From an optimization exercise on the open Yosys and OpenROAD flow, aimed at small area, a short achievable clock period and few clock cycles per item; shortcuts taken in it are not production practice. Function was checked by simulation only, so behaviour that the tests miss may differ from the original. Power figures rest on the tool's default switching activity, not on a simulated workload.

==> flow/design.v <==
module alu_logic (
input  [31:0] A,
input  [31:0] B,
input  [2:0]  S,
output [31:0] sum,
output [31:0] lres
);
  wire        sub = S[2] & ~S[0];
  wire [31:0] bx  = B ^ {32{sub}};
  wire [31:0] g0  = A & bx;
  wire [31:0] p0  = A ^ bx;
  reg  [31:0] G, P;
  integer l, i;
  always @* begin
    G = g0; P = p0;
    G[0] = g0[0] | (p0[0] & sub);
    for (l = 0; l < 5; l = l + 1)
      for (i = 0; i < 32; i = i + 1)
        if ((i >> l) & 1) begin
          G[i] = G[i] | (P[i] & G[((i >> l) << l) - 1]);
          P[i] = P[i] & P[((i >> l) << l) - 1];
        end
  end
  wire [31:0] c  = {G[30:0], sub};
  wire [31:0] s  = p0 ^ c;
  wire        slt = (S[1:0] == 2'b00);
  assign sum = slt ? {31'd0, s[31]} : s;
  wire [31:0] o = p0 | g0;
  assign lres = S[1] ? (S[0] ? ~o : p0) : (S[0] ? o : g0);
endmodule
module mod_step (
input  [31:0] r,
input         a,
input  [31:0] b,
output [31:0] y
);
  wire [32:0] x = {r, a};
  wire [32:0] nb = {1'b1, ~b};
  wire [32:0] g0 = x & nb;
  wire [32:0] p0 = x ^ nb;
  reg  [32:0] G, P;
  integer l, i;
  always @* begin
    G = g0; P = p0;
    G[0] = g0[0] | p0[0];
    for (l = 0; l < 6; l = l + 1)
      for (i = 0; i < 33; i = i + 1)
        if ((i >> l) & 1) begin
          G[i] = G[i] | (P[i] & G[((i >> l) << l) - 1]);
          P[i] = P[i] & P[((i >> l) << l) - 1];
        end
  end
  wire [32:0] c = {G[31:0], 1'b1};
  wire nob = G[32];    
  wire [31:0] d = p0[31:0] ^ c[31:0];
  assign y = nob ? d : x[31:0];
endmodule
module alu32 #(
  parameter K = 2      
) (
input clk,
input reset,
input start,
input [31:0] A,
input [31:0] B,
input [2:0] S,
output done,
output [31:0] R
);
  localparam G  = (32 + K - 1) / K;   
  localparam GW = (G > 16) ? 5 : (G > 8) ? 4 : (G > 4) ? 3 : (G > 2) ? 2 : 1;
  wire [31:0] sum;
  wire [31:0] lres;
  alu_logic u_alu (.A(A), .B(B), .S(S), .sum(sum), .lres(lres));
  function [4:0] msb;   
    input [31:0] x;
    integer n;
    begin
      msb = 0;
      for (n = 0; n < 32; n = n + 1) if (x[n]) msb = n;
    end
  endfunction
  wire [4:0] la = msb(A);
  wire [4:0] lb = msb(B);
  wire [5:0] df = {1'b0, la} - {1'b0, lb};
  wire [4:0] dq = df[4:0] / K;
  wire [GW-1:0] gs = df[5] ? 0 : dq[GW-1:0];
  reg          busy;
  reg          done_r;
  reg [GW-1:0] g;
  reg [31:0]   rem;
  wire          first = ~busy & ~done_r;
  wire [GW-1:0] gc    = first ? gs : g;
  wire [K*G-1:0] a_ext = {{(K*G-32){1'b0}}, A};
  wire [K*G-1:0] a_sh  = a_ext >> (K * gc);
  wire [31+K:0] x_in   = {first ? {{K{1'b0}}, a_sh[31:K]} : rem, a_sh[K-1:0]};
  wire [31:0] yy [0:K];
  assign yy[K] = x_in[31+K:K];
  genvar j;
  generate for (j = K - 1; j >= 0; j = j - 1) begin : st
    mod_step u (.r(yy[j+1]), .a(x_in[j]), .b(B), .y(yy[j]));
  end endgenerate
  wire [31:0] y = yy[0];
  always @(posedge clk or posedge reset) begin
    if (reset) begin
      busy <= 1'b0; done_r <= 1'b0; g <= 0;
    end else if (!start) begin
      busy <= 1'b0; done_r <= 1'b0;
    end else if (!done_r) begin
      g <= gc - 1'b1;
      if (gc == 0) begin busy <= 1'b0; done_r <= 1'b1; end
      else busy <= 1'b1;
    end
  end
  always @(posedge clk) begin
    if (start && !done_r) rem <= y;
  end
  assign done = done_r;
  assign R = (S == 3'b111) ? rem : (S[2] ? sum : lres);
endmodule
make LEC_CHECK=0 CAP_MARGIN=20 CORE_MARGIN=2 CORE_UTILIZATION=40 SLEW_MARGIN=20 finish   # period 24.0 ns
run.sh (not shown) runs the stock make flow with config.mk's settings and CLKGATE_MAP_FILE= SYNTH_SCRIPT=/design/flow/synth_recipe.tcl, a recipe that flattens the netlist after the stock synthesis.
Testbench counts at the start, summed over its fixed seeds: cycles 5,118, mods 1,200.
Then changed:
--- a/flow/design.v
+++ b/flow/design.v
@@ -26,8 +26,40 @@
   wire        slt = (S[1:0] == 2'b00);
   assign sum = slt ? {31'd0, s[31]} : s;
   wire [31:0] o = p0 | g0;
   assign lres = S[1] ? (S[0] ? ~o : p0) : (S[0] ? o : g0);
+endmodule
+module mod_msb (
+input  [31:0] x,
+output [4:0]  m
+);
+  wire [15:0] v1, p1;
+  wire [7:0]  v2;
+  wire [15:0] p2;
+  wire [3:0]  v3;
+  wire [11:0] p3;
+  wire [1:0]  v4;
+  wire [7:0]  p4;
+  genvar i;
+  generate
+    for (i = 0; i < 16; i = i + 1) begin : l1
+      assign v1[i] = x[2*i+1] | x[2*i];
+      assign p1[i] = x[2*i+1];
+    end
+    for (i = 0; i < 8; i = i + 1) begin : l2
+      assign v2[i] = v1[2*i+1] | v1[2*i];
+      assign p2[2*i+1:2*i] = {v1[2*i+1], v1[2*i+1] ? p1[2*i+1] : p1[2*i]};
+    end
+    for (i = 0; i < 4; i = i + 1) begin : l3
+      assign v3[i] = v2[2*i+1] | v2[2*i];
+      assign p3[3*i+2:3*i] = {v2[2*i+1], v2[2*i+1] ? p2[4*i+3:4*i+2] : p2[4*i+1:4*i]};
+    end
+    for (i = 0; i < 2; i = i + 1) begin : l4
+      assign v4[i] = v3[2*i+1] | v3[2*i];
+      assign p4[4*i+3:4*i] = {v3[2*i+1], v3[2*i+1] ? p3[6*i+5:6*i+3] : p3[6*i+2:6*i]};
+    end
+  endgenerate
+  assign m = {v4[1], v4[1] ? p4[7:4] : p4[3:0]};
 endmodule
 module mod_step (
 input  [31:0] r,
 input         a,
@@ -71,18 +103,11 @@
   localparam GW = (G > 16) ? 5 : (G > 8) ? 4 : (G > 4) ? 3 : (G > 2) ? 2 : 1;
   wire [31:0] sum;
   wire [31:0] lres;
   alu_logic u_alu (.A(A), .B(B), .S(S), .sum(sum), .lres(lres));
-  function [4:0] msb;   
-    input [31:0] x;
-    integer n;
-    begin
-      msb = 0;
-      for (n = 0; n < 32; n = n + 1) if (x[n]) msb = n;
-    end
-  endfunction
-  wire [4:0] la = msb(A);
-  wire [4:0] lb = msb(B);
+  wire [4:0] la, lb;
+  mod_msb ua (.x(A), .m(la));
+  mod_msb ub (.x(B), .m(lb));
   wire [5:0] df = {1'b0, la} - {1'b0, lb};
   wire [4:0] dq = df[4:0] / K;
   wire [GW-1:0] gs = df[5] ? 0 : dq[GW-1:0];
   reg          busy;
Result: The changed run completed without violations; area after synthesis shrinks by a few percent; cell area shrinks by a few percent; first-iteration DRC count shrinks by a few percent; critical path depth shrinks by 1; final cell count shrinks by a few percent; power shrinks by a few percent; sequential power grows by a few percent; die area shrinks by a few percent.
Testbench counts after the change, summed over its fixed seeds: cycles 5,118, mods 1,200.


Another version of the RTL of alu32 (not shown whole).
Size: roughly 1,700 cells after synthesis, about 41 flip-flops, roughly 100 I/O pins, about 11,000 sq um of cells after synthesis.
==> module mod_msb, before the edit <==
module mod_msb (input [31:0] x, output reg [4:0] m);
  integer n;
  always @* begin
    m = 0;
    for (n = 0; n < 32; n = n + 1) if (x[n]) m = n;
  end
endmodule
export LEC_CHECK = 0
export ABC_AREA = 1
export CAP_MARGIN = 20
export CORE_MARGIN = 2
export CORE_UTILIZATION = 55
export CTS_BUF_LIST = sky130_fd_sc_hd__clkbuf_4 sky130_fd_sc_hd__clkbuf_8
export SLEW_MARGIN = 20
create_clock -name core_clock -period 24.0 [get_ports {clk}]
standard.sh (not shown) runs the stock make flow with config.mk's settings and CLKGATE_MAP_FILE= SYNTH_SCRIPT=/design/flow/synth_recipe.tcl, a recipe that flattens the netlist after the stock synthesis.
==> flow/flow/run.sh <==
#!/bin/bash
# The standard layout, with plain buf_2 port buffers, and timing repair
# aiming past the period.
set -euo pipefail
export BUFFER_PORTS_ARGS="-buffer_cell sky130_fd_sc_hd__buf_2"
export SETUP_SLACK_MARGIN=11.5
bash standard.sh > standard_flow.log 2>&1
Testbench counts at the start, summed over its fixed seeds: cycles 5,650, mods 1,200.
Edit:
--- a/flow/design.v
+++ b/flow/design.v
@@ -29,10 +29,35 @@
   assign lres = S[1] ? (S[0] ? ~o : p0) : (S[0] ? o : g0);
 endmodule
-module mod_msb (input [31:0] x, output reg [4:0] m);
-  integer n;
-  always @* begin
-    m = 0;
-    for (n = 0; n < 32; n = n + 1) if (x[n]) m = n;
-  end
+module mod_msb (
+input  [31:0] x,
+output [4:0]  m
+);
+  wire [15:0] v1, p1;
+  wire [7:0]  v2;
+  wire [15:0] p2;
+  wire [3:0]  v3;
+  wire [11:0] p3;
+  wire [1:0]  v4;
+  wire [7:0]  p4;
+  genvar i;
+  generate
+    for (i = 0; i < 16; i = i + 1) begin : l1
+      assign v1[i] = x[2*i+1] | x[2*i];
+      assign p1[i] = x[2*i+1];
+    end
+    for (i = 0; i < 8; i = i + 1) begin : l2
+      assign v2[i] = v1[2*i+1] | v1[2*i];
+      assign p2[2*i+1:2*i] = {v1[2*i+1], v1[2*i+1] ? p1[2*i+1] : p1[2*i]};
+    end
+    for (i = 0; i < 4; i = i + 1) begin : l3
+      assign v3[i] = v2[2*i+1] | v2[2*i];
+      assign p3[3*i+2:3*i] = {v2[2*i+1], v2[2*i+1] ? p2[4*i+3:4*i+2] : p2[4*i+1:4*i]};
+    end
+    for (i = 0; i < 2; i = i + 1) begin : l4
+      assign v4[i] = v3[2*i+1] | v3[2*i];
+      assign p4[4*i+3:4*i] = {v3[2*i+1], v3[2*i+1] ? p3[6*i+5:6*i+3] : p3[6*i+2:6*i]};
+    end
+  endgenerate
+  assign m = {v4[1], v4[1] ? p4[7:4] : p4[3:0]};
 endmodule
 module mod_step (
What happened:
- area after synthesis rises by 8.8%
- first-iteration DRC count fell by 1.0%
- sequential share of layout area went down by 0.12 points
- register-to-register slack gets better by 0.37 ns
- clock-buffer cell count rises by 2
- setup slack gets better by 0.51 ns
- routed wire length went up by 6.7%
- critical path depth decreases by 7
- final cell count came out higher by 6.6%
- flip-flop and latch count does not change
- fmax climbs by 4.1%
- global-route usage shrinks by 0.26 points
Testbench counts after the change, summed over its fixed seeds: cycles 5,650, mods 1,200.

-- re-timing with driven ports --
In the flow no input, the clock included, has a driving cell. The finished layouts below were timed again as built, in two steps.
Step 1, drivers: a clkbuf_16 drives clk and a buf_2 each remaining input, both assumed.
Step 2, shift: input delay + t, output delay - t, t = (earliest + latest rising clock arrival at the registers) / 2. This alone moves slack from input paths to output paths.
a / b / c = ideal ports / drivers / drivers and shift; a / b = the first two.
run	shift t [ns]	slack for setup (ns)	clock arrival spread, ns	slew at the worst register clock pin (ns)	worst slew at a driven data input, ns
the first run of note 1	0.324	5.979 / 5.988 / 5.665	0.007 / 0.007	0.06 / 0.06	0.05
the second run of note 1	0.327	6.446 / 6.457 / 6.131	0.005 / 0.005	0.06 / 0.06	0.07
the first run of note 2	0.355	11.045 / 11.005 / 11.005	0.014 / 0.014	0.10 / 0.10	0.05
the second run of note 2	0.352	11.555 / 11.501 / 11.501	0.012 / 0.012	0.10 / 0.10	0.07
After both steps every run listed still meets setup and hold. The setup slack of the second run of note 1, which loses most, moves by +0.011 ns with the drivers and by -0.315 ns with both steps.
